From an optimization exercise on the open Yosys and OpenROAD flow, aimed at small area; shortcuts taken in it are not production practice.
RTL that was checked went through simulation tests only; none was proved equivalent to the original.
Only the layout flow was run in runs 2 and 3; the RTL was not checked for function there.
Power and IR drop assume default switching activity.

<file path="design/flow/config.mk">
export PLATFORM = sky130hd
export DESIGN_NAME = myModule
export DESIGN_NICKNAME = myModule
export VERILOG_FILES = /design/flow/design.v
export SDC_FILE = /design/flow/constraint.sdc
export NUM_CORES = 8
export LEC_CHECK = 0
export CAP_MARGIN = 20
export CORE_MARGIN = 2
export CORE_UTILIZATION = 55
export PLACE_DENSITY = 0.65
export SLEW_MARGIN = 20
export SYNTH_MEMORY_MAX_BITS = 16384
</file>
<file path="design/flow/constraint.sdc">
create_clock -name core_clock -period 10.0 [get_ports {clk}]
set_input_delay 2.0000 -clock core_clock [delete_from_list [all_inputs] [get_ports {clk}]]
set_output_delay 2.0000 -clock core_clock [all_outputs]
set_load 0.01 [all_outputs]
</file>
<file path="design/flow/design.v">
module myModule (clk, reset,
		red_input, green_input, blue_input,
		x_pos, y_pos,
		f_val, d_val,
		data_out1, data_out2, hist_out, cumhist_out,
		grey_check, grey_delayed,
		yLine25, yLine50, yLine75);
	input clk, f_val, d_val, reset;
	input [11:0] red_input, green_input, blue_input;
	input [15:0] x_pos;
	input [15:0] y_pos;
	output [15:0] data_out1, data_out2;
	output [19:0] hist_out, cumhist_out;
	output reg [11:0] grey_check;
	output reg [11:0] grey_delayed;
	output reg [7:0] yLine25, yLine50, yLine75;
	localparam K = 4;
	localparam L = 16;
	localparam R = 16;
	localparam HW = 13;
	localparam NS = 15;
	function [3:0] popc16(input [15:0] x);
		reg [1:0] a0, a1, a2, a3, a4, a5, a6, a7;
		reg [2:0] b0, b1, b2, b3;
		reg [3:0] c0, c1;
		begin
			a0 = x[0] + x[1];   a1 = x[2] + x[3];
			a2 = x[4] + x[5];   a3 = x[6] + x[7];
			a4 = x[8] + x[9];   a5 = x[10] + x[11];
			a6 = x[12] + x[13]; a7 = x[14] + x[15];
			b0 = a0 + a1; b1 = a2 + a3; b2 = a4 + a5; b3 = a6 + a7;
			c0 = b0 + b1; c1 = b2 + b3;
			popc16 = c0 + c1;
		end
	endfunction
	function [3:0] therm(input [15:0] t);
		reg [3:0] n;
		begin
			n[3] = t[8];
			n[2] = n[3] ? t[12] : t[4];
			n[1] = t[{n[3:2], 2'b10}];
			n[0] = t[{n[3:1], 1'b1}];
			therm = n;
		end
	endfunction
	reg [11:0] grey;
	always @(posedge clk) begin
		grey <= (red_input + green_input + blue_input) / 3;
		grey_check <= grey;
		grey_delayed <= grey_check;
	end
	assign data_out1 = {1'b0, grey[11:7], grey[11:2]};
	assign data_out2 = {1'b0, grey[6:2], grey[11:2]};
	reg in_frame;      
	reg pix_val;       
	reg sweeping;      
	reg publishing;    
	reg req_pub;       
	reg [7:0] k;       
	wire frame_end = reset & in_frame & ~f_val;
	wire [3:0] ph = k[3:0];
	wire gclr = sweeping & (k == 8'd255);
	wire [7:0] pbin = grey[11:4];
	reg [3:0] lo [0:255];
	reg [255:0] pd;
	reg [HW*L-1:0] ring [0:R-1];
	wire [HW-1:0] hsum [0:R-1];
	wire [R-1:0] ovf_req;
	wire [R-1:0] ovf_gnt;
	reg [7:0] tag [0:NS-1];
	reg [3:0] nsl;     
	genvar gb, gr;
	generate
		for (gb = 0; gb < 256; gb = gb + 1) begin : g_bin
			wire inc = pix_val & (pbin == gb);
			wire [3:0] lov = lo[gb];
			wire carry = inc & (&lov);
			always @(posedge clk) begin
				if (gclr) lo[gb] <= 4'd0;
				else if (inc) lo[gb] <= lo[gb] + 1'b1;
				pd[gb] <= carry | (pd[gb] & (ph != (gb % L)));
			end
		end
		for (gr = 0; gr < R; gr = gr + 1) begin : g_ring
			wire [L-1:0] pdr = pd[gr*L +: L];
			assign hsum[gr] = ring[gr][HW*L-1 -: HW] + pdr[ph];
			assign ovf_req[gr] = hsum[gr][HW-1] & ~sweeping;
			wire clr = sweeping & (k[7:4] == gr);
			wire [HW-1:0] st = clr ? {HW{1'b0}} :
			                   {hsum[gr][HW-1] & ~ovf_gnt[gr], hsum[gr][HW-2:0]};
			always @(posedge clk)
				ring[gr] <= {ring[gr][HW*(L-1)-1:0], st};
		end
	endgenerate
	assign ovf_gnt = ovf_req & ~(ovf_req - 1'b1);
	reg [3:0] gnt_r;
	integer gi;
	always @* begin
		gnt_r = 4'd0;
		for (gi = 0; gi < R; gi = gi + 1)
			if (ovf_gnt[gi]) gnt_r = gnt_r | gi[3:0];
	end
	always @(posedge clk) begin
		if (gclr) nsl <= 4'd0;
		else if (|ovf_req) nsl <= nsl + 1'b1;
	end
	genvar gs;
	generate
		for (gs = 0; gs < NS; gs = gs + 1) begin : g_slot
			always @(posedge clk)
				if ((|ovf_req) && nsl == gs) tag[gs] <= {gnt_r, ph};
		end
	endgenerate
	wire [HW-1:0] hk = hsum[k[7:4]];
	reg [NS-1:0] hit;
	integer si;
	always @*
		for (si = 0; si < NS; si = si + 1)
			hit[si] = (si < nsl) && (tag[si] == k);
	wire [3:0] slots_k = popc16({hit, hk[HW-1]});
	wire [7:0] lsel = 8'd1 << k[2:0];
	reg [4*32-1:0] lgrp;
	integer li, lj;
	always @* begin
		lgrp = {4*32{1'b0}};
		for (li = 0; li < 32; li = li + 1)
			for (lj = 0; lj < 8; lj = lj + 1)
				lgrp[li*4 +: 4] = lgrp[li*4 +: 4] | (lo[8*li+lj] & {4{lsel[lj]}});
	end
	wire [3:0] lo_k = lgrp[k[7:3]*4 +: 4];
	wire [19:0] bcount = {slots_k, hk[HW-2:0], lo_k};
	reg [16*256-1:0] pring;
	reg [3:0] hacc;
	reg [8:0] mk [0:14];
	reg [19:0] bq;
	reg pub1;
	always @(posedge clk) bq <= bcount;
	wire [19:0] prevc = (k == 8'd1) ? 20'd0 : {hacc, pring[15:0]};
	wire [19:0] cnext = prevc + bq;
	always @(posedge clk)
		pring <= {pring[16*255-1:0], pub1 ? cnext[15:0] : pring[16*256-1 -: 16]};
	reg pub_d;
	reg [2:0] done;
	wire [8:0] kk = {pub_d & ~pub1, k - 8'd1};
	wire [7:0] km2 = k - 8'd2;
	wire pub_first = pub1 & ~pub_d;
	wire [19:0] cprev = {hacc, pring[15:0]};
	genvar gv;
	generate
		for (gv = 1; gv <= 15; gv = gv + 1) begin : g_mk
			always @(posedge clk)
				if (pub_first) mk[gv-1] <= 9'd0;
				else if (pub_d && hacc < gv) mk[gv-1] <= kk;
		end
	endgenerate
	always @(posedge clk) begin
		if (pub1) hacc <= cnext[19:16];
		if (!reset) begin
			in_frame <= 1'b0;
			pix_val <= 1'b0;
			sweeping <= 1'b1;
			publishing <= 1'b0;
			pub_d <= 1'b0;
			pub1 <= 1'b0;
			req_pub <= 1'b0;
			k <= 8'd0;
			yLine25 <= 8'd0;
			yLine50 <= 8'd0;
			yLine75 <= 8'd0;
		end else begin
			in_frame <= f_val;
			pix_val <= in_frame & f_val & d_val;
			pub1 <= publishing;
			pub_d <= pub1;
			k <= k + 8'd1;
			if (k == 8'd255) begin
				sweeping <= req_pub | frame_end;
				publishing <= req_pub | frame_end;
				req_pub <= 1'b0;
			end else if (frame_end)
				req_pub <= 1'b1;
			if (pub_first) done <= 3'b000;
			else if (pub_d) begin
				if (!done[0] && cprev > 20'd96000) begin yLine25 <= km2; done[0] <= 1'b1; end
				if (!done[1] && cprev > 20'd192000) begin yLine50 <= km2; done[1] <= 1'b1; end
				if (!done[2] && cprev > 20'd288000) begin yLine75 <= km2; done[2] <= 1'b1; end
			end
		end
	end
	reg [7:0] pos;      
	reg [7:0] ra;       
	always @(posedge clk) begin
		pos <= k - y_pos[7:0] - 8'd1;
		ra <= y_pos[7:0];
	end
	wire [6:0] oidx = pos[7:1];
	wire [6:0] eidx = pos[7:1] + {6'd0, pos[0]};
	wire [7:0] esel = 8'd1 << eidx[2:0];
	wire [7:0] osel = 8'd1 << oidx[2:0];
	reg [16*16-1:0] egrp, ogrp;
	integer gi2, gj;
	always @* begin
		egrp = {16*16{1'b0}};
		ogrp = {16*16{1'b0}};
		for (gi2 = 0; gi2 < 16; gi2 = gi2 + 1)
			for (gj = 0; gj < 8; gj = gj + 1) begin
				egrp[gi2*16 +: 16] = egrp[gi2*16 +: 16] | (pring[(2*(8*gi2+gj))*16 +: 16] & {16{esel[gj]}});
				ogrp[gi2*16 +: 16] = ogrp[gi2*16 +: 16] | (pring[(2*(8*gi2+gj)+1)*16 +: 16] & {16{osel[gj]}});
			end
	end
	wire [15:0] ev = egrp[eidx[6:3]*16 +: 16];
	wire [15:0] od = ogrp[oidx[6:3]*16 +: 16];
	reg [15:0] ta, tam;
	integer vi;
	always @* begin
		ta[0] = 1'b1;
		tam[0] = 1'b1;
		for (vi = 0; vi < 15; vi = vi + 1) begin
			ta[vi+1] = (mk[vi] <= {1'b0, ra});
			tam[vi+1] = (mk[vi] < {1'b0, ra});
		end
	end
	wire [3:0] hi_a = therm(ta);
	wire [3:0] hi_am = therm(tam);
	wire a_zero = (ra == 8'd0);
	wire [19:0] c_a  = {hi_a, pos[0] ? od : ev};
	wire [19:0] c_am = a_zero ? 20'd0 : {hi_am, pos[0] ? ev : od};
	assign cumhist_out = c_a;
	assign hist_out = c_a - c_am;
endmodule
</file>
<file path="design/flow/flow/run.sh">
#!/bin/bash
export CTS_ARGS="-sink_clustering_enable -repair_clock_nets -dont_use_dummy_load -sink_clustering_size 30 -sink_clustering_max_diameter 60"
bash standard.sh > standard.log 2>&1
</file>
<file path="design/flow/standard.sh">
#!/bin/bash
# synth_recipe.tcl (not shown) runs the flow's synth.tcl, then flattens the netlist and writes it again
# the make line also repeats each setting of config.mk as NAME=value (left out here)
make -C /OpenROAD-flow-scripts/flow DESIGN_CONFIG=/design/flow/config.mk WORK_HOME=/design/flow/orfs CLKGATE_MAP_FILE= SYNTH_SCRIPT=/design/flow/synth_recipe.tcl "${@:-finish}"
</file>
==> results.cfg, run 1 <==
[timing]
min_period_ps = 9750
worst_pin_slew_ps = 1210
finalHoldViolCount = 0
setup_slack_ps = 250
fin_hold_ws_ps = 270
setup_tns_ps = 0
min_period_over_period_pct = 97.5
slew_headroom_pct = 19.3
rsz0062_at_grt = yes
setup_viol = 0
drv_slew = 0
fmax_mhz = 103
fin_skew_ps = 87.1

[placed_design]
place_congestion = 0.864
place_ws_ps = -420
dp_hpwl_um = 423000
numPortBuffers = 165

[finish]
seqCellArea_um2 = 183000
multi_input_area_um2 = 74700
fillCellCount = 37764
area_delta_synth_final_pct = 9.39
final_net_count = 22181
drive_gt1_share_pct = 7.10

[detailed_routing]
routedWlPerCell_um = 24.6
via_per_inst = 5.82
firstDrtPassIters = 9
drtAntennaViolNets = 0
route.detailed.drc = 0
vias = 162197
drt_first_iter_violations = 16145
wl_um = 685000

[worst_setup_path]
cp_max_fo = 17
end_kind = primary output
crit_type = register to primary output
worst-path-buf-inv = 7
cp_data_arrival_time_ps = 7750
critical-path-max-stage-delay_ps = 540
slowest_stage = mux4_2
critical-path-top-delay-family = compound AO/OA/AOI/OAI gates
critPathLaunchType = register
cp.required_ps = 8000

[floorplanning]
die_w_um = 694
rows = 253
die-area_um2 = 482000
ios = 192
start_util_pct = 55.2
die_y_um = 694
core_um2 = 475000

[run_status]
outcome = finished clean

[synth]
synth_top_cell_area_share_pct = 68.5
netlist_area_um2 = 262000
synth_area_per_cell_um2 = 12.2
async_flop_share_pct = 0
yosysMostFrequentCell = dfxtp_1
synth_area_leader_cell = dfxtp_1
netlist_instances = 21467
dominantRegCellSynth = dfxtp_1
synth_common_cells = 8,954 x dfxtp_1, 1,795 x nor2_1, 1,611 x nand2_1, 1,257 x a22oi_1, 873 x clkbuf_1
yosysWarnings = 5
ys_seq_elements = 9081
synth_edf_count = 127
synth_cell_types = 102
yosysSeqAreaShare_pct = 69.9
yosys-top-cells-area = dfxtp_1 68%, a22oi_1 3.6%, nor2_1 2.6%

[global_route]
grt_pass1_wl_um = 1010000
antenna_found_initial = 36
grt.overflow.total = 0
grt_pass1_vias = 156800
grt_max_degree = 210
globalRouteTotalUtil_pct = 27.5

[cts]
root_buffer = clkbuf_16
cts_num_sinks = 9081
cts_max_level = 6
cts_tree = yes
postCtsHoldBufs = 0
cts-buffers-inserted = 528
cts.clk_slew.worst_paths_ps = 90
cts_max_path_buffers = 4
clk_latency_ps = 1070

[power_and_ir_drop]
p_total_mw = 63.5
ir_drop_mv = 0.196
power.density_nw_per_um2 = 222
power.leakage_nw = 110

[hold_path]
hold_path.class = register to register

[job]
cap_violations = 0
[state kept, by name, indices dropped and copies added (netlist names), 12 cells and up]
register,flops
bq,20
pring,4096
tag,120
lo,1024
grey,12
pd,256
ring,3328
mk,135
grey_check,12
grey_delayed,12
[area by class of cell]
type	instances	area share, %
diodes	12	0.0105
clock buffers	528	4.61
inverters	117	0.154
multi-input cells	11144	26.1
flip-flops and latches	9081	63.9
well taps	6247	2.73
repair buffers	724	2.49
[metal layers]
metal  global-route usage [%]  vias to the layer above  wire length [um]
met5                        0                        -                55
met4                     8.94                        8             23600
met3                     4.14                     1144             53200
met2                     42.1                     6042            298000
met1                     40.1                    79737            311000
li1                         -                    75266                 -
[worst paths after layout]
check         startpoint            to  slack [ps]  cells past startpoint
min          ring[8][91]  ring[8][104]         270                      0
max               pos[2]  hist_out[18]         250                     34
max reg2reg         k[0]        bq[18]        1730                     23
min reg2reg  ring[8][91]  ring[8][104]         270                      0
[layout by cell type, fill, tap and decap left out, types with 146 or more instances in the layout]
| cell type | instances |
|---|---|
| o21ai_0 | 622 |
| a21oi_1 | 600 |
| a22oi_1 | 1257 |
| nand4_1 | 869 |
| ha_1 | 479 |
| nor2_1 | 1776 |
| buf_4 | 447 |
| dfxtp_1 | 8937 |
| a22o_1 | 253 |
| nand2_1 | 1600 |
| nand3_1 | 298 |
| xor2_1 | 674 |
| xnor2_1 | 454 |
| clkbuf_16 | 528 |
| mux2i_1 | 259 |
| a221oi_1 | 338 |
| clkdlybuf4s50_1 | 159 |
| a211oi_1 | 146 |
[power by group]
| part | switching [mW] | leakage [nW] | internal (mW) |
|---|---|---|---|
| Clock | 11.0 | 6.51 | 9.39 |
| Sequential | 0.226 | 73.2 | 36.4 |
| Combinational | 4.49 | 30.2 | 1.99 |
| Total | 15.7 | 110 | 47.7 |
[metrics by stage]
step	utilization, %	instance area, um^2	cells
after floorplan	-	262000	21468
after global placement	57.4	272000	27268
after detailed placement	57.4	272000	27268
after CTS	60.3	286000	27838
after global routing	60.4	286000	27843
final	60.4	286000	27853
[kinds of logic (layout without fill, tap and decap cells)]
group | count (synthesis) | after routing | synth area share (%)
AOI/OAI and AO/OA | 3930 | 3930 | 10.5
xor gates and xnor gates | 1138 | 1138 | 3.81
adders and majority gates | 513 | 513 | 2.53
buffers and inverters | 1244 | 1369 | 1.83
DFF | 9081 | 9081 | 69.9
muxes | 534 | 534 | 2.79
other | 1 | 14 | 0.00143
and+or+nand+nor | 5026 | 5027 | 8.59
[what timing repair did]
action                                 CTS  global route
gates cloned                             5             0
pin swaps                               23            10
gates resized for setup                 79            25
setup endpoints to repair               10             7
endpoints found under the hold margin    0             0
setup buffers                           37             2
==> inputs of run 2 (changes only) <==
--- a/design/flow/design.v
+++ b/design/flow/design.v
@@ -45,5 +45,22 @@
 	endfunction
+	function [11:0] div3(input [13:0] x);
+		reg [1:0] r;
+		reg [2:0] t;
+		integer i;
+		begin
+			r = 2'd0;
+			div3 = 12'd0;
+			for (i = 13; i >= 0; i = i - 1) begin
+				t = {r, x[i]};
+				if (t >= 3'd3) begin
+					if (i < 12) div3[i] = 1'b1;
+					r = t - 3'd3;
+				end else
+					r = t[1:0];
+			end
+		end
+	endfunction
 	reg [11:0] grey;
 	always @(posedge clk) begin
-		grey <= (red_input + green_input + blue_input) / 3;
+		grey <= div3(red_input + green_input + blue_input);
 		grey_check <= grey;
--- a/design/flow/config.mk
+++ b/design/flow/config.mk
@@ -9,4 +9,4 @@
 export CORE_MARGIN = 2
-export CORE_UTILIZATION = 55
-export PLACE_DENSITY = 0.65
+export CORE_UTILIZATION = 68
+export PLACE_DENSITY = 0.75
 export SLEW_MARGIN = 20
==> run 2 against run 1 <==
  * Now fails the layout checks on negative setup slack
  * Critical path depth increased by 39
  * Sequential power about the same
  * Critical path type is now input port to register
  * Synthesized cell count about the same
==> results.cfg, run 2 <==
[run_status]
outcome = complete, but fails checks
so_faults = negative setup slack

[detailed_routing]
drtAntennaViolNets = 0
wl_um = 692000
routedWlPerCell_um = 25.9
route.detailed.drc = 0
drt_first_iter_violations = 17320
vias = 165216
firstDrtPassIters = 14
via_per_inst = 6.19

[finish]
final_common_cell = dfxtp_1
drive_gt1_share_pct = 7.70
fillCellCount = 25242
area_delta_synth_final_pct = 8.90
largest_reg_flops = 4096
final_core_util_pct = 74.5
largest-register = pring
largestRegisters = pring x4096, ring x3328, lo x1024
final_cell_mix = 8,937 x dfxtp_1, 1,770 x nor2_1, 1,626 x nand2_1
final_net_count = 22253

[hold_path]
hold_path.class = register to register
min_from = ring[5][46]

[worst_setup_path]
cp_data_arrival_time_ps = 12000
cp.required_ps = 10960
cp-startpoint = blue_input[1]
timing.critical_path.mode_cell = buf_4
r2r_slack_ps = 1420
worst-path-buf-inv = 56
regToRegStartpoint = k[1]
end_kind = register
slowest_stage = fa_1
cp_max_fo = 3
crit_type = input port to register
critical-path-max-stage-delay_ps = 540
critPathLaunchType = input port
critical-path-top-delay-family = buffers and inverters

[power_and_ir_drop]
power.density_nw_per_um2 = 234
ir_drop_mv = 1.46
p_total_mw = 66.6
power.leakage_nw = 110

[synth]
yosysMostFrequentCell = dfxtp_1
yosysSeqAreaShare_pct = 70.0
netlist_instances = 21447
synth_area_leader_cell = dfxtp_1
yosysWarnings = 5
synth_area_per_cell_um2 = 12.2
dominantRegCellSynth = dfxtp_1
ys_seq_elements = 9081
synth_edf_count = 127
async_flop_share_pct = 0
netlist_area_um2 = 262000
yosys-top-cells-area = dfxtp_1 69%, a22oi_1 3.5%, nor2_1 2.6%
synth_common_cells = 8,954 x dfxtp_1, 1,794 x nor2_1, 1,638 x nand2_1, 1,230 x a22oi_1, 873 x clkbuf_1
synth_cell_types = 86
synth_top_cell_area_share_pct = 68.5

[floorplanning]
ios = 192
die_y_um = 624
core_um2 = 383000
die_w_um = 624
rows = 227
start_util_pct = 68.4
die-area_um2 = 390000

[global_route]
globalRouteTotalUtil_pct = 34.3
grt_pass1_wl_um = 1010000
grt.overflow.total = 0
antenna_found_initial = 29
grt_max_degree = 222
grt_pass1_vias = 161280

[cts]
cts_max_path_buffers = 4
clk_latency_ps = 1040
cts_tree = yes
cts_num_sinks = 9081
root_buffer = clkbuf_16
cts-buffers-inserted = 474
cts.clk_slew.worst_paths_ps = 100
cts_max_level = 5

[timing]
setup_tns_ps = -2400
fin_skew_ps = 103
finalHoldViolCount = 0
min_period_over_period_pct = 110
worst_pin_slew_ps = 1210
setup_viol = 3
min_period_ps = 11030
setup_slack_ps = -1030
slew_headroom_pct = 19.1
rsz0062_at_grt = yes
drv_slew = 0
fmax_mhz = 90.6

[placed_design]
place_ws_ps = -2300
dp_hpwl_um = 424000
place_congestion = 0.883
numPortBuffers = 165

[job]
cap_violations = 0
[run 2: worst reg2reg max path: stages, from the launching register on]
cell	delay, ps
dfxtp_4	960
buf_4	570
buf_4	300
mux4_2	330
mux4_2	620
ha_1	310
ha_1	260
and3_1	290
nand4_1	160
xor2_1	540
o22ai_1	150
o32a_1	590
fa_1	630
inv_1	60
fa_1	520
fa_1	560
inv_1	60
fa_1	530
ha_1	180
inv_1	60
fa_1	440
inv_1	290
[run 2: stage by stage]
stage / hold slack [ps] / area (um^2) / instances
floorplan: 310 / 262000 / 21448
global placement: 309 / 271000 / 26072
detailed placement: 312 / 271000 / 26074
CTS: 263 / 284000 / 26639
global route: 260 / 285000 / 26697
finish: 263 / 285000 / 26707
[run 2: layout make-up]
cell class                 instances  area, um^2  share of cell area [%]
tap                             5038        6300                    2.21
multi-input combinational      11119       74900                    26.3
antenna                           12        30.0                  0.0105
sequential                      9081      183000                    64.3
timing repair buffer             852        8160                    2.86
inverter                         131         503                   0.177
clock buffer                     474       11900                    4.16
[run 2: what timing repair did]
item	4_1_cts	5_1_grt
pin swaps	46	61
buffers inserted	89	52
setup endpoints to repair	13	12
resized for setup	122	117
gates cloned	2	7
hold buffers	0	0
[run 2: power breakdown]
part           internal [mW]  switching (mW)
combinational           4.70            6.12
clock                   8.39            10.8
sequential              36.4           0.183
total                   49.5            17.1
[run 2: routing by layer]
| metal | part of all wire (%) | routed length (um) | vias to the layer above | global-route usage (%) |
|---|---|---|---|---|
| met3 | 7.8 | 54100 | 1761 | 4.64 |
| li1 | - | - | 75232 | - |
| met2 | 46 | 315000 | 7555 | 55.3 |
| met1 | 40 | 280000 | 80656 | 45.3 |
| met4 | 6.0 | 41800 | 12 | 18.4 |
| met5 | 0.052 | 361 | - | 0 |
[run 2: logic make-up after synthesis]
group	Yosys count	share of synthesized area (%)
other	1	0.00143
and+or+nand+nor	5034	8.59
muxes	529	2.78
DFF	9081	70.0
adders and majority gates	522	2.57
buffers and inverters	1249	1.84
xor gates and xnor gates	1135	3.80
AOI/OAI and AO/OA	3896	10.4
[run 2: path summary, 6_finish.rpt]
check        cells past startpoint     endpoint
min                              0  ring[5][59]
min reg2reg                      0  ring[5][59]
max reg2reg                     21       bq[17]
max                             73      grey[9]
==> inputs of run 3 (changes only) <==
==> design/flow/design.v (replaced) <==
module myModule (clk, reset,
							red_input, green_input, blue_input, 
							x_pos, y_pos, 
							f_val, d_val,
							data_out1, data_out2, hist_out, cumhist_out,
							grey_check, grey_delayed, 
							yLine25, yLine50, yLine75);
	input clk, f_val, d_val, reset;
	input	[11:0] red_input, green_input, blue_input;
	input [15:0] x_pos;
	input [15:0] y_pos;
	output [15:0] data_out1, data_out2;
	output [19:0] hist_out, cumhist_out; 
	output reg [11:0] grey_check;
	output reg [11:0] grey_delayed;
	output reg [7:0] yLine25, yLine50, yLine75;
	reg [11:0] grey, dgrey;
	always @(posedge clk) begin
		grey <= (red_input + green_input + blue_input)/3;
		grey_check <= grey;
		dgrey <= grey;
		grey_delayed <= dgrey;
	end
	assign data_out1 = {grey[11:7],grey[11:2]};
	assign data_out2 = {grey[6:2],grey[11:2]}; 
	reg [2:0] state;
	wire [19:0] count_read1;
	reg [19:0] count_write1, count_write2, count_write3, count_write_reg;
	reg [10:0] iter;
	reg [7:0] write_add1, write_add2, read_add1, write_add_reg;
	reg [7:0] last_add1;
	reg hist1_write, hist2_write;
	reg grey_val, read_val, last_write;
	wire [7:0] calc_raddr = (state == 2) ? iter[7:0] : grey[11:4];
	wire [19:0] count_base = (hist1_write && write_add1 == read_add1) ? count_write1 :
	                         (last_write && last_add1 == read_add1) ? count_write_reg :
	                         count_read1;
	wire [19:0] cum_next = count_write3 + count_read1;
	ram_hist1 calc(.data(count_write1), .read_addr(calc_raddr), .write_addr(write_add1), .we(hist1_write), .clk(clk), .q(count_read1));
	ram_hist1 disp(.data(count_write2), .read_addr(y_pos[7:0]), .write_addr(write_add2), .we(hist2_write), .clk(clk), .q(hist_out));
	ram_hist1 cumu(.data(count_write3), .read_addr(y_pos[7:0]), .write_addr(write_add2), .we(hist2_write), .clk(clk), .q(cumhist_out));
	always@(posedge clk)
	begin
		if(!reset)begin
			hist1_write <= 0;
			hist2_write <= 0;
			count_write1 <= 0;
			count_write2 <= 0;
			count_write3 <= 0;
			write_add1 <= 0;
			write_add2 <= 0;
			read_add1 <= 0;
			iter <= 0;
			count_write_reg <= 0;
			write_add_reg <= 0;
			last_add1 <= 0;
			grey_val <= 0;
			read_val <= 0;
			last_write <= 0;
			yLine25 <= 0;
			yLine50 <= 0;
			yLine75 <= 0;
			state <= 0;
		end
		else begin
			grey_val <= (state == 1) && f_val && d_val;
			read_val <= grey_val;
			read_add1 <= calc_raddr;
			last_write <= hist1_write;
			last_add1 <= write_add1;
			count_write_reg <= count_write1;
			case(state)
				0: begin
						hist1_write <= 1;
						hist2_write <= 0;
						write_add1 <= iter[7:0];
						count_write1 <= 0;
						if(iter == 256) iter <= 0;
						else iter <= iter+1;
						if(f_val) begin
							state <= 1;
							iter <= 0;
						end
						else state <= 0;
					end
				1: begin
						hist1_write <= read_val;
						write_add1 <= read_add1;
						count_write1 <= count_base + 1;
						if(!f_val) state <= 2;
					end
				2: begin
						hist1_write <= read_val;
						write_add1 <= read_add1;
						count_write1 <= count_base + 1;
						if(iter < 256)
						begin
							hist2_write <= 1;
							write_add2 <= iter[7:0];
							count_write2 <= 0;
							count_write3 <= 0;
						end
						else if (iter == 256) begin
							hist2_write <= 0;
						end
						else if (iter <= 512) begin
							hist2_write <= 1;
							write_add2 <= read_add1;
							count_write2 <= count_read1;
							count_write3 <= cum_next;
							if (count_write3 <= 288000 && cum_next > 288000) yLine75 <= read_add1;
							if (count_write3 <= 192000 && cum_next > 192000) yLine50 <= read_add1;
							if (count_write3 <= 96000 && cum_next > 96000) yLine25 <= read_add1;
						end
						if(iter == 513) begin
							state <= 0;
							iter <= 0;
							hist2_write <= 0;
						end
						else iter <= iter+1;
					end
				default: state <= 0;
			endcase
		end
	end
endmodule
module ram_hist1
#(parameter DATA_WIDTH=20, parameter ADDR_WIDTH=8)
(
	input [(DATA_WIDTH-1):0] data,
	input [(ADDR_WIDTH-1):0] read_addr, write_addr,
	input we, clk,
	output reg [(DATA_WIDTH-1):0] q
);
	reg [DATA_WIDTH-1:0] ram[2**ADDR_WIDTH-1:0];
	always @ (posedge clk)
	begin
		if (we)
			ram[write_addr] <= data;
		q <= ram[read_addr];
	end
endmodule
==> design/flow/run.sh (new file) <==
#!/bin/bash
# synth_recipe.tcl (not shown) runs the flow's synth.tcl, then flattens the netlist and writes it again
# the make line also repeats each setting of config.mk as NAME=value (left out here)
make -C /OpenROAD-flow-scripts/flow DESIGN_CONFIG=/design/flow/config.mk WORK_HOME=/design/flow/orfs CLKGATE_MAP_FILE= SYNTH_SCRIPT=/design/flow/synth_recipe.tcl finish
--- a/design/flow/config.mk
+++ b/design/flow/config.mk
@@ -9,4 +9,4 @@
 export CORE_MARGIN = 2
-export CORE_UTILIZATION = 68
-export PLACE_DENSITY = 0.75
+export CORE_UTILIZATION = 55
+export PLACE_DENSITY = 0.65
 export SLEW_MARGIN = 20
removed: design/flow/flow/run.sh
removed: design/flow/standard.sh
==> run 3 against run 2 <==
  * Now clean on timing, DRC and antenna
  * Synthesized cell count increased by 18%
  * Cell area increased by 140%
  * First-iteration DRC count increased by 140%
  * Cell count increased by 59%
  * Count of clock-buffer cells in the layout increased by 1471
  * Routed wire length increased by 130%
  * Clock skew decreased by 15 ps
  * Register-to-register slack improved by 2400 ps
  * Utilization decreased by 12 points
  * Largest cell class unchanged
  * Largest power group unchanged
==> results.cfg, run 3 <==
[worst_setup_path]
cp_max_fo = 13
end_kind = register
r2r_end = calc.q[0]
cp.required_ps = 11130
critical-path-max-stage-delay_ps = 550
timing.critical_path.mode_cell = inv_1
r2r_cells = 14
critPathLaunchType = input port
crit_type = input port to register
r2r_slack_ps = 3800
crit_path_end = grey[0]
regToRegStartpoint = state[0]
slowest_stage = a221oi_4
cp_data_arrival_time_ps = 9580
cp-startpoint = red_input[1]

[synth]
yosysSeqAreaShare_pct = 78.0
synth_area_per_cell_um2 = 23.6
ys_seq_elements = 15610
netlist_instances = 25280
synth_area_leader_cell = edfxtp_1
yosys-top-cells-area = edfxtp_1 77%, mux4_2 18%, dfxtp_1 0.84%
synth_edf_count = 15360
synth_common_cells = 15.4k x edfxtp_1, 4,680 x mux4_2, 1,031 x clkbuf_1, 902 x nand2_1, 588 x nor2_1
async_flop_share_pct = 0
synth_cell_types = 100
yosysWarnings = 2
netlist_area_um2 = 597000
yosysMostFrequentCell = edfxtp_1
synth_top_cell_area_share_pct = 77.2
dominantRegCellSynth = edfxtp_1

[timing]
drv_slew = 0
worst_pin_slew_ps = 1300
setup_tns_ps = 0
fin_skew_ps = 87.2
rsz0062_at_grt = no
min_period_ps = 8440
min_period_over_period_pct = 84.4
finalHoldViolCount = 0
slew_headroom_pct = 13.5
setup_viol = 0
fmax_mhz = 118

[power_and_ir_drop]
p_int_mw = 114
ir_drop_mv = 0.294
power.density_nw_per_um2 = 228
pwr-share-comb_pct = 15.1
p_seq_share_pct = 47.1
p_sw_mw = 39.3
pwr-share-clk_pct = 37.8
p_sw_share_pct = 25.6
power.leakage_nw = 209

[detailed_routing]
routedWlPerCell_um = 37.7
wl_um = 1600000
via_per_inst = 6.71
drtAntennaViolNets = 0
firstDrtPassIters = 11
drt_first_iter_violations = 41210
vias = 284238
route.detailed.drc = 0

[cts]
cts_max_path_buffers = 6
root_buffer = clkbuf_16
cts_max_level = 7
cts-buffers-inserted = 1609
clk_latency_ps = 1300
cts_num_sinks = 15610
cts_tree = yes
cts.clk_slew.worst_paths_ps = 60
post_cts_buffers = 0
postCtsHoldBufs = 0
cts_resized = 0

[global_route]
grt_max_degree = 192
grt_pass1_wl_um = 2220000
antenna_found_initial = 123
grt.overflow.total = 0
globalRouteTotalUtil_pct = 29.1
grt_pass1_vias = 282740

[finish]
final_area_um2 = 675000
final_cell_mix = 15.4k x edfxtp_1, 4,680 x mux4_2, 1,618 x clkbuf_16
final_common_cell = edfxtp_1
final_net_count = 26706
largestRegisters = calc.ram x5120, cumu.ram x5120, disp.ram x5120
area_delta_synth_final_pct = 12.9
drive_gt1_share_pct = 30.7

[floorplanning]
core_um2 = 1080000
ios = 192
rows = 382
die-area_um2 = 1090000
die_w_um = 1050
start_util_pct = 55.2
die_y_um = 1050

[placed_design]
dp_hpwl_um = 877000
dpl_cell_area_um2 = 623000
place_congestion = 0.852
numPortBuffers = 165

[hold_path]
hold_path.class = register to register

[job]
cap_violations = 0

[run_status]
outcome = finished clean
run 3: cell count changes after synthesis, moves of 306 or more:
| cell | previous run | this run |
|---|---|---|
| a211oi_1 | 134 | 440 |
| a21oi_1 | 622 | 182 |
| a221oi_1 | 352 | 3 |
| a22oi_1 | 1230 | 14 |
| dfxtp_1 | 8954 | 250 |
| edfxtp_1 | 127 | 15360 |
| ha_1 | 496 | 40 |
| mux4_2 | 144 | 4680 |
| nand2_1 | 1638 | 902 |
| nand4_1 | 858 | 7 |
| nor2_1 | 1794 | 588 |
| o21ai_0 | 624 | 68 |
| xnor2_1 | 416 | 51 |
| xor2_1 | 718 | 28 |
run 3: kinds of logic (layout without fill, tap and decap cells):
| family | count (synthesis) | after routing | synth area share [%] |
|---|---|---|---|
| flip-flops | 15610 | 15610 | 78.0 |
| multiplexers | 4753 | 4753 | 17.8 |
| AND/OR/NAND/NOR | 2055 | 2055 | 1.52 |
| buffers and inverters | 1528 | 4063 | 0.989 |
| AO/OA/AOI/OAI | 1195 | 1195 | 1.43 |
| XOR/XNOR | 82 | 82 | 0.125 |
| adder cells (fa/ha/maj) | 56 | 56 | 0.134 |
| other | 1 | 156 | 0.000628 |
run 3: cell type report:
class | count | area, um^2
repair buffers | 1175 | 10900
multi-input cells | 8143 | 128000
fillers | 71765 | 408000
well taps | 14400 | 18000
clock buffers | 1945 | 41800
inverters | 41 | 154
flip-flops and latches | 15610 | 466000
diodes | 154 | 385
clock inverters | 902 | 8510
run 3: power groups by stage:
stage	Combinational, mW	Sequential, mW	Clock (mW)
2_1_floorplan	14.0	73.8	0
3_3_place_gp	23.2	73.6	0
3_5_place_dp	23.3	73.6	0
4_1_cts	23.4	72.2	58.7
5_1_grt	24.2	72.2	61.1
6_report	23.2	72.2	58.0
run 3: through the flow:
stage | hold slack [ps] | power [mW] | instances | setup WS [ps] | util (%)
finish | 338 | 154 | 42370 | 1560 | 62.3
global route | 347 | 158 | 42301 | 1340 | 62.3
CTS | 342 | 154 | 42200 | 1950 | 62.2
detailed placement | 331 | 96.9 | 39353 | 561 | 57.6
global placement | 333 | 96.8 | 39350 | 412 | 57.6
floorplan | 310 | 87.8 | 25281 | 2000 | -
run 3: worst max-delay path, delay by kind of cell:
kind / cells / cell delay (ps)
AOI/OAI and AO/OA: 14 / 3700
adders and majority gates: 5 / 1620
and+or+nand+nor: 8 / 1270
buffers and inverters: 6 / 950
run 3: worst min-delay path by stage:
stage / depth (start not counted) / slack [ps] / start / to
after detailed placement: 0 / 330 / grey[0] / dgrey[0]
after CTS: 0 / 340 / dgrey[6] / grey_delayed[6]
after floorplan: 0 / 310 / grey[0] / dgrey[0]
after global placement: 0 / 330 / dgrey[9] / grey_delayed[9]
final: 0 / 340 / grey[0] / dgrey[0]
after global routing: 0 / 350 / dgrey[4] / grey_delayed[4]
run 3: routing by layer:
layer	wire length, um	track usage [%]	vias up
li1	-	-	111205
met1	598000	41.2	154827
met2	768000	45.8	15525
met3	156000	5.06	2655
met4	74600	11.9	26
met5	172	0	-

==> afterwards: timing with drivers on the ports <==
Ports are ideal in the flow. The routed layouts listed here were re-timed in OpenROAD. Step 1, drivers: a clkbuf_16 drives clk and a buf_2 each remaining input, both assumed. Step 2 moves the port delays by t, midway between the first and last clock arrival at a register: inputs arrive t later, outputs are due t later. That takes back most of the time a late clock gives input paths. Three values: no drivers, after step 1, after step 2; two values: the first two.
run | shift t [ns] | setup WS [ns] | latest minus earliest clock arrival (ns) | worst register clock-pin slew, ns | pins driven straight from the clock port
run 1 | 1.151 | 0.250 / 0.131 / 0.677 | 0.118 / 0.119 | 0.11 / 0.11 | 1
run 2 | 1.109 | -1.034 / -0.976 / -2.085 | 0.125 / 0.124 | 0.11 / 0.11 | 1
run 3 | 1.432 | 1.559 / 1.691 / 0.260 | 0.114 / 0.115 | 0.07 / 0.07 | 1
For run 3, which loses most, drivers alone change the setup slack by +0.132 ns; drivers and shift together by -1.299 ns.
